Background: an optimization exercise with open tools, aiming at small area and a short achievable clock period. Do not read the settings as production practice. No functional check of the RTL was part of this run. Power figures rest on the tool's default switching activity, not on a simulated workload.

[flow/config.mk]
export PLATFORM = sky130hd
export DESIGN_NAME = panda_exec
export DESIGN_NICKNAME = panda_exec
export VERILOG_FILES = /design/flow/design.v
export SDC_FILE = /design/flow/constraint.sdc
export NUM_CORES = 4
export LEC_CHECK = 0
export CAP_MARGIN = 20
export CORE_MARGIN = 2
export CORE_UTILIZATION = 40
export SLEW_MARGIN = 20
[flow/constraint.sdc]
create_clock -name core_clock -period 7.5 [get_ports {clk_i}]
set_input_delay 1.5000 -clock core_clock [delete_from_list [all_inputs] [get_ports {clk_i}]]
set_output_delay 1.5000 -clock core_clock [all_outputs]
set_load 0.01 [all_outputs]
[flow/design.v]
package panda_pkg;
  typedef enum logic [3:0] {
    ALU_ADD,
    ALU_SUB,
    ALU_AND,
    ALU_OR,
    ALU_XOR,
    ALU_SLL,
    ALU_SRL,
    ALU_SRA,
    ALU_EQ,
    ALU_NE,
    ALU_LT,
    ALU_LTU,
    ALU_GE,
    ALU_GEU
  } alu_operator_e;
  typedef enum logic [6:0] {
    OPCODE_LOAD     = 7'b0000011,
    OPCODE_MISC_MEM = 7'b0001111,
    OPCODE_OP_IMM   = 7'b0010011,
    OPCODE_AUIPC    = 7'b0010111,
    OPCODE_STORE    = 7'b0100011,
    OPCODE_OP       = 7'b0110011,
    OPCODE_LUI      = 7'b0110111,
    OPCODE_BRANCH   = 7'b1100011,
    OPCODE_JALR     = 7'b1100111,
    OPCODE_JAL      = 7'b1101111,
    OPCODE_SYSTEM   = 7'b1110011
  } opcode_e;
endpackage
module panda_adder #(
  parameter int unsigned Width = 32
) (
  input  logic [Width-1:0] operand_a_i,
  input  logic [Width-1:0] operand_b_i,
  input  logic             subtract_i,
  output logic [Width-1:0] result_o
);
  logic [Width:0] operand_a_ext;
  logic [Width:0] operand_b_ext;
  logic [Width:0] result_ext;
  assign operand_a_ext = {operand_a_i, 1'b1};
  assign operand_b_ext = {operand_b_i ^ {Width{subtract_i}}, subtract_i};
  assign result_ext    = $unsigned(operand_a_ext) + $unsigned(operand_b_ext);
  assign result_o      = result_ext[Width:1];
endmodule
module panda_comparator_sub #(
  parameter int unsigned Width = 32
) (
  input  logic [Width-1:0] sub_result_i,  
  input  logic             msb_a_i,       
  input  logic             msb_b_i,       
  input  logic             sign_i,        
  output logic             is_equal_o,    
  output logic             is_less_o      
);
  assign is_equal_o = sub_result_i == {Width{1'b0}};
  always_comb begin
    if (msb_a_i ^ msb_b_i) begin
      is_less_o = msb_b_i ^ sign_i;
    end else begin
      is_less_o = sub_result_i[Width-1];
    end
  end
endmodule
module panda_shifter #(
  parameter int unsigned Width       = 32,
  parameter int unsigned AmountWidth = $clog2(Width)
) (
  input  logic                   left_i,
  input  logic                   arithmetic_i,
  input  logic [      Width-1:0] operand_i,
  input  logic [AmountWidth-1:0] amount_i,
  output logic [      Width-1:0] result_o
);
  logic [Width-1:0] operand_rev;
  logic [  Width:0] operand_ext;
  logic [  Width:0] result_ext;
  logic [Width-1:0] result_rev;
  for (genvar i = 0; i < Width; i++) begin
    assign operand_rev[i] = operand_i[Width-1-i];
  end
  assign operand_ext[Width-1:0] = left_i ? operand_rev : operand_i;
  assign operand_ext[Width] = arithmetic_i & operand_ext[Width-1];
  assign result_ext         = $signed(operand_ext) >>> amount_i;
  for (genvar i = 0; i < Width; i++) begin
    assign result_rev[i] = result_ext[Width-1-i];
  end
  assign result_o = left_i ? result_rev : result_ext[Width-1:0];
endmodule
module panda_alu (
  input  logic [ 3:0] operator_i,
  input  logic [31:0] operand_a_i,
  input  logic [31:0] operand_b_i,
  output logic [31:0] result_o
);
  logic [3:0] op;
  assign op = operator_i;
  logic        adder_sub;
  logic [31:0] adder_result;
  logic        carry;
  logic [33:0] adder_ext;
  assign adder_sub = (op == panda_pkg::ALU_SUB) | op[3];
  assign adder_ext = {1'b0, operand_a_i, 1'b1} +
                     {1'b0, operand_b_i ^ {32{adder_sub}}, adder_sub};
  assign adder_result = adder_ext[32:1];
  assign carry        = adder_ext[33];
  logic is_equal, is_less_u, is_less_s, cmp_result;
  assign is_equal  = operand_a_i == operand_b_i;
  assign is_less_u = ~carry;
  assign is_less_s = is_less_u ^ operand_a_i[31] ^ operand_b_i[31];
  always_comb begin
    unique case (op[2:0])
      3'd0:    cmp_result = is_equal;
      3'd1:    cmp_result = ~is_equal;
      3'd2:    cmp_result = is_less_s;
      3'd3:    cmp_result = is_less_u;
      3'd4:    cmp_result = ~is_less_s;
      3'd5:    cmp_result = ~is_less_u;
      default: cmp_result = 1'b0;
    endcase
  end
  logic [31:0] shift_result;
  panda_shifter #(.Width(32)) i_shifter (
    .left_i      (op == panda_pkg::ALU_SLL),
    .arithmetic_i(op == panda_pkg::ALU_SRA),
    .operand_i   (operand_a_i             ),
    .amount_i    (operand_b_i[4:0]        ),
    .result_o    (shift_result            )
  );
  always_comb begin
    result_o = '0;
    unique case (op)
      panda_pkg::ALU_ADD,
      panda_pkg::ALU_SUB : result_o = adder_result;
      panda_pkg::ALU_AND : result_o = operand_a_i & operand_b_i;
      panda_pkg::ALU_OR  : result_o = operand_a_i | operand_b_i;
      panda_pkg::ALU_XOR : result_o = operand_a_i ^ operand_b_i;
      panda_pkg::ALU_SLL,
      panda_pkg::ALU_SRL,
      panda_pkg::ALU_SRA : result_o = shift_result;
      panda_pkg::ALU_EQ,
      panda_pkg::ALU_NE,
      panda_pkg::ALU_LT,
      panda_pkg::ALU_LTU,
      panda_pkg::ALU_GE,
      panda_pkg::ALU_GEU : result_o = {31'b0, cmp_result};
      default : ;
    endcase
  end
endmodule
module panda_register_file (
  input  logic        clk_i,
  input  logic        rst_ni,
  input  logic [ 4:0] rs1_addr_i,
  input  logic [ 4:0] rs2_addr_i,
  input  logic        use_imm_i,
  input  logic [31:0] imm_i,
  input  logic [ 4:0] rd_addr_i,
  input  logic        rd_we_i,
  input  logic [31:0] result_q_i,    
  output logic [31:0] operand_a_o,
  output logic [31:0] operand_b_o
);
  logic [31:1][31:0] regs_q;
  logic [31:1]       valid_q;
  logic [ 4:0]       wr_addr_q;
  logic              wr_en_q;
  logic [31:1]       wen;
  always_ff @(posedge clk_i or negedge rst_ni) begin
    if (~rst_ni) begin
      wr_en_q   <= 1'b0;
      wr_addr_q <= '0;
    end else begin
      wr_en_q   <= rd_we_i & (rd_addr_i != 5'd0);
      wr_addr_q <= rd_addr_i;
    end
  end
  for (genvar i = 1; i < 32; i++) begin : g_wen
    assign wen[i] = wr_en_q & (wr_addr_q == i);
  end
  always_ff @(posedge clk_i or negedge rst_ni) begin
    if (~rst_ni) begin
      valid_q <= '0;
    end else begin
      valid_q <= valid_q | wen;
    end
  end
  always_ff @(posedge clk_i) begin
    for (int i = 1; i < 32; i++) begin
      if (wen[i]) begin
        regs_q[i] <= result_q_i;
      end
    end
  end
  logic [31:1] sel1, sel2;
  logic        byp1, byp2;
  for (genvar i = 1; i < 32; i++) begin : g_sel
    assign sel1[i] = (rs1_addr_i == i) & valid_q[i] & ~wen[i];
    assign sel2[i] = (rs2_addr_i == i) & valid_q[i] & ~wen[i] & ~use_imm_i;
  end
  assign byp1 = wr_en_q & (rs1_addr_i == wr_addr_q);
  assign byp2 = wr_en_q & (rs2_addr_i == wr_addr_q) & ~use_imm_i;
  always_comb begin
    operand_a_o = {32{byp1}} & result_q_i;
    operand_b_o = ({32{byp2}} & result_q_i) | ({32{use_imm_i}} & imm_i);
    for (int i = 1; i < 32; i++) begin
      operand_a_o = operand_a_o | ({32{sel1[i]}} & regs_q[i]);
      operand_b_o = operand_b_o | ({32{sel2[i]}} & regs_q[i]);
    end
  end
endmodule
module panda_exec (
  input  logic        clk_i,
  input  logic        rst_ni,
  input  logic [ 3:0] operator_i,
  input  logic [ 4:0] rs1_addr_i,
  input  logic [ 4:0] rs2_addr_i,
  input  logic [ 4:0] rd_addr_i,
  input  logic        rd_we_i,
  input  logic        use_imm_i,
  input  logic [31:0] imm_i,
  output logic [31:0] result_o
);
  logic [31:0] operand_a;
  logic [31:0] operand_b;
  logic [31:0] alu_result;
  logic [31:0] result_q;
  panda_register_file i_register_file (
    .clk_i      (clk_i     ),
    .rst_ni     (rst_ni    ),
    .rs1_addr_i (rs1_addr_i),
    .rs2_addr_i (rs2_addr_i),
    .use_imm_i  (use_imm_i ),
    .imm_i      (imm_i     ),
    .rd_addr_i  (rd_addr_i ),
    .rd_we_i    (rd_we_i   ),
    .result_q_i (result_q  ),
    .operand_a_o(operand_a ),
    .operand_b_o(operand_b )
  );
  panda_alu i_alu (
    .operator_i (operator_i),
    .operand_a_i(operand_a ),
    .operand_b_i(operand_b ),
    .result_o   (alu_result)
  );
  always_ff @(posedge clk_i or negedge rst_ni) begin
    if (~rst_ni) begin
      result_q <= '0;
    end else begin
      result_q <= alu_result;
    end
  end
  assign result_o = result_q;
endmodule
[flow/run.sh]
#!/bin/bash
# synth_recipe.tcl (not shown) runs the flow's synth.tcl, then flattens the netlist and writes it again
# the make line also repeats each setting of config.mk as NAME=value (left out here)
make -C /OpenROAD-flow-scripts/flow DESIGN_CONFIG=/design/flow/config.mk WORK_HOME=/design/flow/orfs CLKGATE_MAP_FILE= SYNTH_SCRIPT=/design/flow/synth_recipe.tcl finish
==> notes.md <==
initial antenna violation count 27; drt drc 0; status complete, no violations; CP Data Arrival Time approximately 7.8 ns; synth unique cells 91; Cell Rows roughly 130; DR iter-0 viols about 14k; class of the worst hold path flop to flop; Core Util, Final between 50% and 60%; DP Wirelength 241 mm; Final TNS setup 0 ns; drt total wl about 360 mm; Final setup violation count 0; layout cells sized above 1 about a quarter; Clock Skew ~0.057 ns; die area approximately 140,000 µm²; routed len/inst around 51 µm; Setup CP Type input pin to flop; most frequent cell after synthesis edfxtp_1; largest net degree at the start of global routing between 60 and 70; grt total ovfl 0; Clock Tree Root clkbuf_16; Main synth FF type edfxtp_1; # hold bufs at CTS 0; Cells after Synth approximately 4.4k; required time worst endpoint around 8.2 ns; Post-synth EDFFs approximately 990; Peak VDD IR 0.000204 V; io pins 87; syn_nets 4,520; initial core utilization approximately 40%; vias per cell 8.06; synthesized flop and latch total between 1k and 1.5k; GPL Wtd Cong roughly 1.1; Yosys top cell by area edfxtp_1; # H-tree levels 3; number of buffers created by CTS between 100 and 150; PortBufs 86; synthesized cell area roughly 54,000 µm²; # nets final ~5.2k; Pwr Density 248 nW/µm²; CP Max Fanout 9; Worst Setup End Kind flop; Synth warnings 3; Final Critical Period ~7.1 ns; final std cells w/o fill ~6.9k; top cells by area, synth edfxtp_1 (56%), a22oi_1 (7.7%), a2111oi_0 (3.6%), dfrtp_1 (3.2%), ha_1 (2.2%); CTS tree done; worst skew pair latency just over 0.8 ns; final-report hold violation count 0; gr usage total between 50% and 60%; unrepaired setup endpoints after global routing false; Commonest cells post-synth edfxtp_1 (992), a22oi_1 (549), nand2_1 (286); Worst Tran Pin Value roughly 1.3 ns; FFs w/ async S/R, synth between 6 and 7%; vias 55.8k; worst rel slew slack 14.4%; syn avg cell area approximately 12 µm²; Post-CTS Setup Bufs 0; max-cap violations 0; Sink Count between 1k and 1.5k; clock edge transition at the registers on the reported setup and hold paths about 0.060 ns; register area share after synthesis between 50% and 60%; startpoint type of the worst setup path input pin; first-pass GRT wire length 463 mm; Overall Power about 0.017 W; vias in the first global route between 50k and 60k; Pre-antenna DRT Iters 12; P&R area growth vs syn 26.2%; fin crit share a little over nine tenths; fmax 0.141 GHz; die width roughly 370 µm; Synth top area share a little under three fifths; # resized after CTS 0; hold_ws between 0.4 and 0.5 ns; P_leak 23.5 nW; placed cells 6,678; die span in y approximately 370 µm; Pins Over Slew Limit 0; DRT antenna net count 0; maximum clock path buffer count 3; Core Area ~130,000 µm²
[path summary, 6_finish.rpt]
check	from	to	slack (ns)	cells after the start
max in group asynchronous	rst_ni	result_q[6]	5.41	2
worst max register to register	i_register_file.wr_addr_q[0]	result_q[26]	0.43	21
min in group asynchronous	rst_ni	i_register_file.valid_q[5]	0.65	1
worst min-delay path	i_register_file.valid_q[20]	i_register_file.valid_q[20]	0.50	1
worst min register to register	i_register_file.valid_q[20]	i_register_file.valid_q[20]	0.50	1
worst max-delay path	rs2_addr_i[2]	result_q[26]	0.40	25
[sequential cells by signal (all words and copies together), names as in the netlist]
name / count
i_register_file.valid_q: 31
i_register_file.wr_addr_q: 5
i_register_file.wr_en_q: 1
i_register_file.regs_q: 992
result_q: 32
[worst max-delay path, cell delays in order]
cell             delay [ns]
clkdlybuf4s50_1        0.48
buf_4                  0.19
or4b_1                 0.53
buf_4                  0.20
a2111oi_2              0.69
buf_4                  0.45
a22o_1                 0.19
a221oi_1               0.05
and3_1                 0.15
nand4_1                0.16
buf_4                  0.18
xnor2_1                0.07
ha_1                   0.36
a21o_1                 0.20
nor3_1                 0.20
a21oi_1                0.19
a311oi_1               0.48
buf_4                  0.18
o21ai_0                0.12
a211oi_1               0.28
nor2_1                 0.10
o21ai_0                0.24
xnor2_1                0.10
a221o_1                0.34
a21o_1                 0.15
[report_power, final]
part           internal [W]  leakage, nW  switching (W)  total [W]
combinational       0.00115         11.6        0.00234    0.00350
sequential          0.00683         9.96       0.000269    0.00710
clock               0.00350         1.92        0.00265    0.00616
total                0.0115         23.5        0.00527     0.0168
[cell families after synthesis]
| family | synth area share [%] |
|---|---|
| DFF | 58.8 |
| muxes | 0.371 |
| AOI/OAI and AO/OA | 23.7 |
| xor gates and xnor gates | 1.16 |
| buffers and inverters | 3.90 |
| and+or+nand+nor | 9.83 |
| adders and majority gates | 2.24 |
[per-layer routing]
metal  GRT usage [%]  wire (µm)  vias up
met5           0.769        436        -
met4            35.5      34400       24
met3            25.3      64100     1961
met2            66.5     134000     6866
met1            64.0     123000    27200
li1                -          -    19700
[metrics by stage]
| step | cell area (µm²) | setup WS, ns |
|---|---|---|
| CTS | 67400 | 0.391 |
| global route | 67500 | 0.233 |
| finish | 67600 | 0.397 |
| detailed placement | 63400 | -0.380 |
| global placement | 63400 | -0.414 |
| floorplan | 53600 | 0.783 |
[final cells by class]
type                            instances  area (µm²)
Tap cell                             1768        2210
Timing Repair Buffer                  921        8430
Antenna cell                           33        82.6
Fill cell                           11800       65500
Clock inverter                         82        1020
Sequential cell                      1061       31500
Clock buffer                          133        3000
Inverter                              132         498
Multi-Input combinational cell       2799       20800
[layout by cell type (no fill, tap or decap), drive strengths merged, types with 98 or more instances in the layout]
master,count
a22oi,549
inv,136
nand3,161
a2111oi,248
nor2,138
nand2,286
buf,837
a22o,98
a221oi,133
nand4,150
edfxtp,992
clkbuf,133

## re-timing with driven ports
The flow's constraints put no driver on any port. The routed layout listed below was extracted and timed again, unchanged, in two steps.
Step 1, drivers: a clkbuf_16 drives clk_i and a buf_2 each remaining input, both assumed.
Step 2 times the ports against the registers' clock, not the clock port: input delays grow and output delays shrink by t, the midpoint of the rising clock arrivals with the driver on.
a / b / c = ideal / step 1 / step 2; a / b = the first two.
t, ns: 0.891
setup slack, ns: 0.397 / 0.427 / -0.426
worst setup path after step 2: input to register
latest minus earliest clock arrival (ns): 0.059 / 0.059
cell pins on the clock port's net: 1
Met with ideal ports but missed after step 2: setup timing in this run. For this run, drivers alone change the setup slack by +0.030 ns; drivers and shift together by -0.823 ns.
